Context: an optimization exercise on an open-source flow, tuned for small area, a short achievable clock period and few clock cycles per item. The choices shown serve that exercise and are no tape-out recipe.

==> build 79 <==
// evaluator
module evaluator(
    input clk_i ,
    input rst_i ,
    input [7:0] a_bi ,
    input [7:0] b_bi ,
    input start_i ,
    output ready,
    output busy_o ,
    output reg [8:0] y_bo
);
==> module sqrt, before the edit <==
module sqrt(
    input  [6:0] rem_i,
    input  [5:0] y_i,
    input  [5:0] x_i,
    output [6:0] rem_o,
    output [2:0] bits_o
);
    wire [8:0]  r1 = {rem_i, x_i[5:4]};
    wire [9:0]  t1 = {1'b0, r1} - {2'b00, y_i, 2'b01};
    wire        b1 = ~t1[9];
    wire [7:0]  q1 = b1 ? t1[7:0] : r1[7:0];
    wire [6:0]  y1 = {y_i, b1};
    wire [9:0]  r2 = {q1, x_i[3:2]};
    wire [10:0] t2 = {1'b0, r2} - {2'b00, y1, 2'b01};
    wire        b2 = ~t2[10];
    wire [8:0]  q2 = b2 ? t2[8:0] : r2[8:0];
    wire [7:0]  y2 = {y1, b2};
    wire [10:0] r3 = {q2, x_i[1:0]};
    wire [11:0] t3 = {1'b0, r3} - {2'b00, y2, 2'b01};
    wire        b3 = ~t3[11];
    wire [9:0]  q3 = b3 ? t3[9:0] : r3[9:0];
    assign rem_o  = q3[6:0];
    assign bits_o = {b1, b2, b3};
endmodule
==> module evaluator, before the edit <==
module evaluator(
    input clk_i ,
    input rst_i ,
    input [7:0] a_bi ,
    input [7:0] b_bi ,
    input start_i ,
    output ready,
    output busy_o ,
    output reg [8:0] y_bo
);
    reg        busy;
    reg [1:0]  cnt;      
    reg [16:0] x;        
    reg [6:0]  rem;      
    wire [16:0] n;
    wire [6:0]  rem_nx;
    wire [2:0]  bits;
    wire        first = (cnt == 2'd0);
    wire [5:0]  x_sel = first          ? {1'b0, x[16:12]} :
                        (cnt == 2'd1)  ? x[11:6] : x[5:0];
    summator sq_sum(.a1(a_bi), .b1(b_bi), .res1(n));
    sqrt     rows(.rem_i(first ? 7'd0 : rem), .y_i(y_bo[5:0]),
                  .x_i(x_sel), .rem_o(rem_nx), .bits_o(bits));
    assign busy_o = busy;
    assign ready  = ~busy;
    always @(posedge clk_i) begin
        x   <= n;
        rem <= rem_nx;
    end
    always @(posedge clk_i)
        if (rst_i) begin
            busy <= 1'b0;
            cnt  <= 2'd0;
            y_bo <= 9'd0;
        end else if (busy) begin
            y_bo <= {y_bo[5:0], bits};
            cnt  <= (cnt == 2'd2) ? 2'd0 : cnt + 2'd1;
            if (cnt == 2'd2)
                busy <= 1'b0;
        end else if (start_i) begin
            busy <= 1'b1;
            y_bo <= 9'd0;
        end
endmodule
clock: 4.0 ns
lec_check: 0
cap_margin: 20
core_margin: 2
core_utilization: 40
slew_margin: 20
run.sh (not shown) runs the stock make flow with config.mk's settings and CLKGATE_MAP_FILE= SYNTH_SCRIPT=/design/flow/synth_recipe.tcl, a recipe that flattens the netlist after the stock synthesis.
==> trial 20 (differences from build 79) <==
--- a/flow/design.v
+++ b/flow/design.v
@@ -177,27 +177,15 @@
     assign res1 = r0 + r1;
 endmodule
-module sqrt(
-    input  [6:0] rem_i,
-    input  [5:0] y_i,
-    input  [5:0] x_i,
-    output [6:0] rem_o,
-    output [2:0] bits_o
+module sqrt #(parameter RW = 4, parameter YW = 3) (
+    input  [RW-1:0] rem_i,
+    input  [YW-1:0] y_i,
+    input  [1:0]    x_i,
+    output [RW:0]   rem_o,
+    output          bit_o
 );
-    wire [8:0]  r1 = {rem_i, x_i[5:4]};
-    wire [9:0]  t1 = {1'b0, r1} - {2'b00, y_i, 2'b01};
-    wire        b1 = ~t1[9];
-    wire [7:0]  q1 = b1 ? t1[7:0] : r1[7:0];
-    wire [6:0]  y1 = {y_i, b1};
-    wire [9:0]  r2 = {q1, x_i[3:2]};
-    wire [10:0] t2 = {1'b0, r2} - {2'b00, y1, 2'b01};
-    wire        b2 = ~t2[10];
-    wire [8:0]  q2 = b2 ? t2[8:0] : r2[8:0];
-    wire [7:0]  y2 = {y1, b2};
-    wire [10:0] r3 = {q2, x_i[1:0]};
-    wire [11:0] t3 = {1'b0, r3} - {2'b00, y2, 2'b01};
-    wire        b3 = ~t3[11];
-    wire [9:0]  q3 = b3 ? t3[9:0] : r3[9:0];
-    assign rem_o  = q3[6:0];
-    assign bits_o = {b1, b2, b3};
+    wire [RW+1:0] r = {rem_i, x_i};
+    wire [RW+2:0] t = {1'b0, r} - {{(RW-YW+1){1'b0}}, y_i, 2'b01};
+    assign bit_o = ~t[RW+2];
+    assign rem_o = bit_o ? t[RW:0] : r[RW:0];
 endmodule
 module evaluator(
@@ -212,35 +200,47 @@
 );
     reg        busy;
-    reg [1:0]  cnt;      
+    reg [1:0]  ph;       
     reg [16:0] x;        
-    reg [6:0]  rem;      
+    reg [7:0]  rem;      
     wire [16:0] n;
-    wire [6:0]  rem_nx;
-    wire [2:0]  bits;
-    wire        first = (cnt == 2'd0);
-    wire [5:0]  x_sel = first          ? {1'b0, x[16:12]} :
-                        (cnt == 2'd1)  ? x[11:6] : x[5:0];
     summator sq_sum(.a1(a_bi), .b1(b_bi), .res1(n));
-    sqrt     rows(.rem_i(first ? 7'd0 : rem), .y_i(y_bo[5:0]),
-                  .x_i(x_sel), .rem_o(rem_nx), .bits_o(bits));
+    reg [2:0] yt;
+    reg [3:0] rt;
+    always @* begin
+        if      (x[16:12] >= 5'd25) yt = 3'd5;
+        else if (x[16:12] >= 5'd16) yt = 3'd4;
+        else if (x[16:12] >= 5'd9)  yt = 3'd3;
+        else if (x[16:12] >= 5'd4)  yt = 3'd2;
+        else if (x[16:12] >= 5'd1)  yt = 3'd1;
+        else                        yt = 3'd0;
+        rt = x[16:12] - yt * yt;
+    end
+    wire       p0 = (ph == 2'd0);
+    wire [7:0] rem_in = p0 ? {4'd0, rt} : rem;
+    wire [6:0] y_in   = p0 ? {4'd0, yt} : y_bo[6:0];
+    wire [3:0] x_in   = p0 ? x[11:8] : (ph == 2'd1) ? x[7:4] : x[3:0];
+    wire [8:0] r1; wire b1;
+    wire [9:0] r2; wire b2;
+    sqrt #(8, 7) row1(.rem_i(rem_in), .y_i(y_in), .x_i(x_in[3:2]), .rem_o(r1), .bit_o(b1));
+    sqrt #(9, 8) row2(.rem_i(r1), .y_i({y_in, b1}), .x_i(x_in[1:0]), .rem_o(r2), .bit_o(b2));
     assign busy_o = busy;
     assign ready  = ~busy;
     always @(posedge clk_i) begin
         x   <= n;
-        rem <= rem_nx;
+        rem <= r2[7:0];
     end
     always @(posedge clk_i)
         if (rst_i) begin
             busy <= 1'b0;
-            cnt  <= 2'd0;
+            ph   <= 2'd0;
             y_bo <= 9'd0;
         end else if (busy) begin
-            y_bo <= {y_bo[5:0], bits};
-            cnt  <= (cnt == 2'd2) ? 2'd0 : cnt + 2'd1;
-            if (cnt == 2'd2)
+            y_bo <= {y_in, b1, b2};
+            if (ph == 2'd2) begin
+                ph   <= 2'd0;
                 busy <= 1'b0;
-        end else if (start_i) begin
+            end else
+                ph <= ph + 2'd1;
+        end else if (start_i)
             busy <= 1'b1;
-            y_bo <= 9'd0;
-        end
 endmodule
==> out/qor.csv <==
metric;value;unit
causes of the layout check failure;negative setup slack;
layout cells sized above 1;0.413;
Non-clk bufs;181;
count of endpoints failing setup in the final report;8;
final setup margin;-860;ps
maximum single-stage delay on the critical path;490;ps
worst slack at placement;-1010;ps
sequential cell count;36;
number of buffers and inverters on the critical path;3;
global-route wire length before repair;20.2;mm
Fin Clk Skew;6.52;ps
outcome;finished with violations;
Routed wire per std cell;14.3;um
pin slew with the least headroom to its limit;550;ps
Source of the figures above: build 79

==> out/qor.csv <==
metric;value;unit
outcome;finished with violations;
causes of the layout check failure;negative setup slack;
Fin Clk Skew;4.40;ps
maximum single-stage delay on the critical path;390;ps
sequential cell count;37;
number of buffers and inverters on the critical path;1;
global-route wire length before repair;16.7;mm
antenna diode count;0;
final setup margin;-645;ps
critical-path maximum fanout;6;
uppermost routed layer;met4;
pin slew with the least headroom to its limit;545;ps
most used standard cells in the synthesized netlist;77 x inv_1, 46 x nand2_1, 45 x and2_1;
count of endpoints failing setup in the final report;13;
Routed wire per std cell;12.8;um
layout cells sized above 1;0.332;
Non-clk bufs;148;
Source of the figures above: trial 20

Function was not checked in any run of this note: the RTL went through the layout flow alone.

[afterwards: timing with drivers on the ports]
No port has a modelled driver above. Below, the same layouts with a new extraction and two added sets of constraints.
Step 1 assumes that a clkbuf_16 drives the clock port and a buf_2 every other input.
Step 2 also shifts input and output timing later by t, the mid clock arrival at the registers, as if the neighbouring blocks saw the same clock.
Three values: ideal, step 1, step 2; two values: the first two.
run | t, ns | setup WS [ns] | worst setup path after step 2 | pins driven straight from the clock port
build 79 | 0.316 | -0.860 / -0.860 / -0.860 | register to register | 1
trial 20 | 0.318 | -0.645 / -0.645 / -0.645 | register to register | 1
